This is an optimization exercise on Yosys and OpenROAD, whose aim is small area, not a production implementation. The RTL was checked by simulation tests, not by an equivalence proof against the original design. No activity file was given, so power comes from the tool's default toggle rates.

== pepper ==
Design FFT, start of the top module:
module FFT (input wire [3:0] x_in0, input wire [3:0] x_in1, input wire [3:0] x_in2, input wire [3:0] x_in3,
            input wire [3:0] x_in4, input wire [3:0] x_in5, input wire [3:0] x_in6, input wire [3:0] x_in7,
            input wire Clock, input wire Reset,
            output wire [6:0] X_out0, output wire [11:0] X_out1, output wire [11:0] X_out2, output wire [17:0] X_out3,
            output wire [9:0] X_out4, output wire [15:0] X_out5, output wire [15:0] X_out6, output wire [21:0] X_out7);
Settings: LEC_CHECK=0, CAP_MARGIN=20, CORE_MARGIN=2, CORE_UTILIZATION=40, CTS_BUF_LIST=sky130_fd_sc_hd__clkbuf_8, CTS_CLUSTER_DIAMETER=200, CTS_CLUSTER_SIZE=40, SLEW_MARGIN=20, SYNTH_HIERARCHICAL=1; clock period 5.0 ns.
standard.sh (not shown) runs the stock make flow with config.mk's settings and CLKGATE_MAP_FILE= SYNTH_SCRIPT=/design/flow/synth_recipe.tcl, a recipe that flattens the netlist after the stock synthesis.
==> flow/flow/run.sh <==
#!/bin/bash
# The standard layout, with the smallest buffer on every input and output port
# (the standard flow picks a 10 um2 delay buffer for them).
set -euo pipefail
export BUFFER_PORTS_ARGS="-buffer_cell sky130_fd_sc_hd__buf_1"
bash standard.sh > standard.log 2>&1
What zinc does differently from pepper at the input level:
Settings: CTS_CLUSTER_DIAMETER no longer set, was 200; CTS_BUF_LIST no longer set, was sky130_fd_sc_hd__clkbuf_8; CTS_CLUSTER_SIZE no longer set, was 40; GPL_TIMING_DRIVEN now 0, previously not set.
==> flow/flow/run.sh <==
#!/bin/bash
# The standard layout, with the smallest buffer on every input and output port
# (the standard flow picks a 10 um2 delay buffer for them) and a small clock tree
# without dummy loads.
set -euo pipefail
export BUFFER_PORTS_ARGS="-buffer_cell sky130_fd_sc_hd__buf_1"
export CTS_ARGS="-sink_clustering_enable -repair_clock_nets -dont_use_dummy_load -buf_list sky130_fd_sc_hd__clkbuf_8 -root_buf sky130_fd_sc_hd__clkbuf_8 -sink_clustering_size 32 -sink_clustering_max_diameter 300"
bash standard.sh > standard.log 2>&1
### Flow results
Having completed the whole flow, zinc delivered a layout that passed the timing, design-rule and antenna checks.
Relative to pepper, worst hold slack decreased by 40 ps in zinc.
Length of routed met2 wiring up 3.4% in zinc wrt pepper
Fraction of area in registers down 2.0 points in zinc wrt pepper
Compared with pepper, aggregate routed wire length in zinc increased slightly.
On zinc: post-synthesis to final-layout area growth is 16 points higher than what pepper gave.
In zinc, slew of the pin with the lowest slew margin is lower than in pepper.
zinc vs pepper — sequential power share dropped 2.9 points.
Switching power on zinc is behind pepper.
Critical path launch point = c[0]: zinc; critical path launch point = b[0]: pepper
In zinc, post-layout instance area is higher than in pepper.
In the final design statistics, zinc uses more standard cells in total than pepper.


== build 42 ==
Starting RTL as in the previous note.
export LEC_CHECK = 0
export CAP_MARGIN = 20
export CORE_MARGIN = 2
export CORE_UTILIZATION = 40
export CTS_BUF_LIST = sky130_fd_sc_hd__clkbuf_8
export CTS_CLUSTER_DIAMETER = 200
export CTS_CLUSTER_SIZE = 40
export SLEW_MARGIN = 20
export SYNTH_HIERARCHICAL = 1
create_clock -name core_clock -period 5.0 [get_ports {Clock}]
==> flow/flow/run.sh <==
#!/bin/bash
# The standard layout, with the smallest buffer on every input and output port
# (the standard flow picks a 10 um2 delay buffer for them) and a small clock tree
# without dummy loads.
set -euo pipefail
export BUFFER_PORTS_ARGS="-buffer_cell sky130_fd_sc_hd__buf_1"
export CTS_ARGS="-sink_clustering_enable -repair_clock_nets -dont_use_dummy_load -buf_list sky130_fd_sc_hd__clkbuf_8 -root_buf sky130_fd_sc_hd__clkbuf_8 -sink_clustering_size 32 -sink_clustering_max_diameter 300"
bash standard.sh > standard.log 2>&1
Build 42 ended with every stage complete and zero timing, DRC or antenna violations.
Inputs modified between build 42 and build 77:
# build 42
export LEC_CHECK = 0
export CAP_MARGIN = 20
export CORE_MARGIN = 2
export CORE_UTILIZATION = 40
export CTS_BUF_LIST = sky130_fd_sc_hd__clkbuf_8
export CTS_CLUSTER_DIAMETER = 200
export CTS_CLUSTER_SIZE = 40
export SLEW_MARGIN = 20
export SYNTH_HIERARCHICAL = 1
create_clock -name core_clock -period 5.0 [get_ports {Clock}]
# build 77
export LEC_CHECK = 0
export CAP_MARGIN = 20
export CORE_MARGIN = 2
export CORE_UTILIZATION = 60
export CTS_BUF_LIST = sky130_fd_sc_hd__clkbuf_8
export CTS_CLUSTER_DIAMETER = 200
export CTS_CLUSTER_SIZE = 40
export SLEW_MARGIN = 20
export SYNTH_HIERARCHICAL = 1
create_clock -name core_clock -period 5.0 [get_ports {Clock}]
==> flow/flow/run.sh <==
#!/bin/bash
# The standard layout, with: the smallest buffer on every input and output port (the standard
# flow picks a 10 um2 delay buffer for them); the synthesized gates at their smallest drive
# strength before floorplanning (repair sizes them up where needed); a small clock tree without
# dummy loads.
set -euo pipefail
export BUFFER_PORTS_ARGS="-buffer_cell sky130_fd_sc_hd__buf_1"
export CTS_ARGS="-repair_clock_nets -dont_use_dummy_load -buf_list sky130_fd_sc_hd__clkbuf_8 -root_buf sky130_fd_sc_hd__clkbuf_16"
R=orfs/results/sky130hd/FFT/base
bash standard.sh synth > standard_synth.log 2>&1
DOWNSIZE_ODB=$R/1_synth.odb openroad -no_init -exit flow/downsize.tcl > downsize.log 2>&1
touch $R/1_synth.sdc
bash standard.sh > standard.log 2>&1
==> flow/flow/downsize.tcl (new file) <==
# Give every combinational cell that synthesis sized above _1 its _1 drive strength;
# the later repair steps size up again wherever timing or slew needs it.
set odb $::env(DOWNSIZE_ODB)
read_db $odb
set db [ord::get_db]
set block [ord::get_db_block]
set n 0
foreach inst [$block getInsts] {
  set name [[$inst getMaster] getName]
  if {[regexp {^(sky130_fd_sc_hd__(a21oi|a21o|o21ai|nand2|nor2|xor2|xnor2|inv|and2|or2))_([0-9]+)$} $name -> base kind size] && $size > 1} {
    set m [$db findMaster ${base}_1]
    if {$m ne "NULL" && $m ne ""} { $inst swapMaster $m; incr n }
  }
}
puts "downsized $n cells"
write_db $odb
==> comparison <==
In the flow results for build 77 and build 42, the number of logic stages on the critical path including buffering is smaller on build 42. Sort build 77 and build 42 by via count of the first global-routing pass desc -> top: build 42. Build 77 vs build 42: part of the total power dissipated in combinational logic down. Final cell area: build 77 below build 42. For the area after synthesis, build 77 came in about 1.7% lower than build 42 did. Of the two values seen for startpoint of the most critical setup path, e[1]$_DFF_PN0_ was produced by build 77 and b[0]$_DFF_PN0_ by build 42. There was hardly any difference in area used by sequential logic in the layout between build 42 and build 77. Compared with build 42, in build 77 worst setup slack after layout rose by 0.012 ns, final cell count saw a decrease, combined area of the multi-input logic cells fell about 2%, number of filler cells placed in the layout -about 40%. Summary of the comparison: switching share of power is lower in build 77, relative to build 42. Build 77: PASS, flow complete, no timing, DRC or antenna violations.
What build 54 does differently from build 77 at the input level:
# build 77
export LEC_CHECK = 0
export CAP_MARGIN = 20
export CORE_MARGIN = 2
export CORE_UTILIZATION = 60
export CTS_BUF_LIST = sky130_fd_sc_hd__clkbuf_8
export CTS_CLUSTER_DIAMETER = 200
export CTS_CLUSTER_SIZE = 40
export SLEW_MARGIN = 20
export SYNTH_HIERARCHICAL = 1
create_clock -name core_clock -period 5.0 [get_ports {Clock}]
# build 54
export LEC_CHECK = 0
export CAP_MARGIN = 5
export CORE_MARGIN = 2
export CORE_UTILIZATION = 40
export SLEW_MARGIN = 5
export SYNTH_HIERARCHICAL = 1
create_clock -name core_clock -period 5.0 [get_ports {Clock}]
==> flow/flow/run.sh <==
#!/bin/bash
# The standard layout, with the smallest buffer on every input and output port
# (the standard flow picks a 10 um2 delay buffer for them) and a small clock tree
# without dummy loads.
set -euo pipefail
export BUFFER_PORTS_ARGS="-buffer_cell sky130_fd_sc_hd__buf_1"
export CTS_ARGS="-sink_clustering_enable -repair_clock_nets -dont_use_dummy_load -buf_list sky130_fd_sc_hd__clkbuf_8 -root_buf sky130_fd_sc_hd__clkbuf_8 -sink_clustering_size 32 -sink_clustering_max_diameter 300"
bash standard.sh > standard.log 2>&1
removed: flow/flow/downsize.tcl
Findings:
In the flow results for build 77 and build 54, the sequential fraction of total cell area is larger on build 77.
Taking build 77 as the reference, in build 54 met1 capacity usage during global routing lost 7.7 points, combinational cell fraction of total power picked up an extra 4.4 points, total power lost 0.043 mW, initial core utilization lost 21 points, cell count picked up an extra 43.
The clock power in build 54 sits about 36% below the value recorded for build 77.
On number of flip-flops and latches, build 54 tracks build 77 almost exactly.
Setup changes, build 54 to build 36
# build 54
export LEC_CHECK = 0
export CAP_MARGIN = 5
export CORE_MARGIN = 2
export CORE_UTILIZATION = 40
export SLEW_MARGIN = 5
export SYNTH_HIERARCHICAL = 1
create_clock -name core_clock -period 5.0 [get_ports {Clock}]
# build 36
export LEC_CHECK = 0
export CAP_MARGIN = 20
export CORE_MARGIN = 2
export CORE_UTILIZATION = 40
export CTS_BUF_LIST = sky130_fd_sc_hd__clkbuf_8
export CTS_CLUSTER_DIAMETER = 200
export CTS_CLUSTER_SIZE = 40
export SLEW_MARGIN = 20
export SYNTH_HIERARCHICAL = 1
create_clock -name core_clock -period 5.0 [get_ports {Clock}]
==> flow/flow/run.sh <==
#!/bin/bash
# The standard layout, with: the smallest buffer on every input and output port (the standard
# flow picks a 10 um2 delay buffer for them); the synthesized gates at their smallest drive
# strength before floorplanning (repair sizes them up where needed); a small clock tree without
# dummy loads.
set -euo pipefail
export BUFFER_PORTS_ARGS="-buffer_cell sky130_fd_sc_hd__buf_1"
export CTS_ARGS="-sink_clustering_enable -repair_clock_nets -dont_use_dummy_load -buf_list sky130_fd_sc_hd__clkbuf_8 -root_buf sky130_fd_sc_hd__clkbuf_8 -sink_clustering_size 32 -sink_clustering_max_diameter 300"
R=orfs/results/sky130hd/FFT/base
bash standard.sh synth > standard_synth.log 2>&1
DOWNSIZE_ODB=$R/1_synth.odb openroad -no_init -exit flow/downsize.tcl > downsize.log 2>&1
touch $R/1_synth.sdc
bash standard.sh > standard.log 2>&1
==> flow/flow/downsize.tcl (new file) <==
# Give every combinational cell that synthesis sized above _1 its _1 drive strength;
# the later repair steps size up again wherever timing or slew needs it.
set odb $::env(DOWNSIZE_ODB)
read_db $odb
set db [ord::get_db]
set block [ord::get_db_block]
set n 0
foreach inst [$block getInsts] {
  set name [[$inst getMaster] getName]
  if {[regexp {^(sky130_fd_sc_hd__(a21oi|a21o|o21ai|nand2|nor2|xor2|xnor2|inv|and2|or2))_([0-9]+)$} $name -> base kind size] && $size > 1} {
    set m [$db findMaster ${base}_1]
    if {$m ne "NULL" && $m ne ""} { $inst swapMaster $m; incr n }
  }
}
puts "downsized $n cells"
write_db $odb
[summary]
Taking build 54 as the reference, in build 36 area after detailed placement lost 88 um2, non-clock buffer area fraction after layout picked up an extra 0.58 points, maximum VDD drop picked up an extra 74%. From build 54 to build 36 the numbers moved as follows: overall power ~0 delta; count of standard-cell rows -2.5%; wire length of the first global-routing pass +460 um.

[re-timing with driven ports]
In the flow no input, the clock included, has a driving cell. The finished layouts below were timed again as built, in two steps.
Step 1 sets driving cells, clkbuf_16 on the clock port and buf_2 on the other inputs (assumed; they add their load-dependent delay and slew).
Step 2 also shifts input and output timing later by t, the mid clock arrival at the registers, as if the neighbouring blocks saw the same clock.
Slacks: ideal ports / drivers / drivers and shift; pairs: ideal ports / drivers.
| run | t (ns) | setup WS [ns] | worst hold slack (ns) | latest minus earliest clock arrival (ns) | worst slew at a driven data input, ns |
|---|---|---|---|---|---|
| pepper | 0.314 | 0.171 / 0.142 / 0.456 | 0.793 / 0.785 / 1.099 | 0.004 / 0.004 | 0.04 |
| zinc | 0.311 | 0.158 / 0.128 / 0.439 | 0.753 / 0.746 / 1.057 | 0.004 / 0.004 | 0.04 |
| build 42 | 0.312 | 0.164 / 0.134 / 0.446 | 0.792 / 0.783 / 1.095 | 0.010 / 0.010 | 0.04 |
| build 77 | 0.305 | 0.176 / 0.139 / 0.445 | 0.812 / 0.797 / 1.102 | 0.017 / 0.017 | 0.04 |
| build 54 | 0.312 | 0.164 / 0.134 / 0.446 | 0.792 / 0.783 / 1.095 | 0.010 / 0.010 | 0.04 |
| build 36 | 0.313 | 0.158 / 0.130 / 0.443 | 0.792 / 0.785 / 1.098 | 0.016 / 0.016 | 0.04 |
After both steps setup and hold are still met in every run listed.
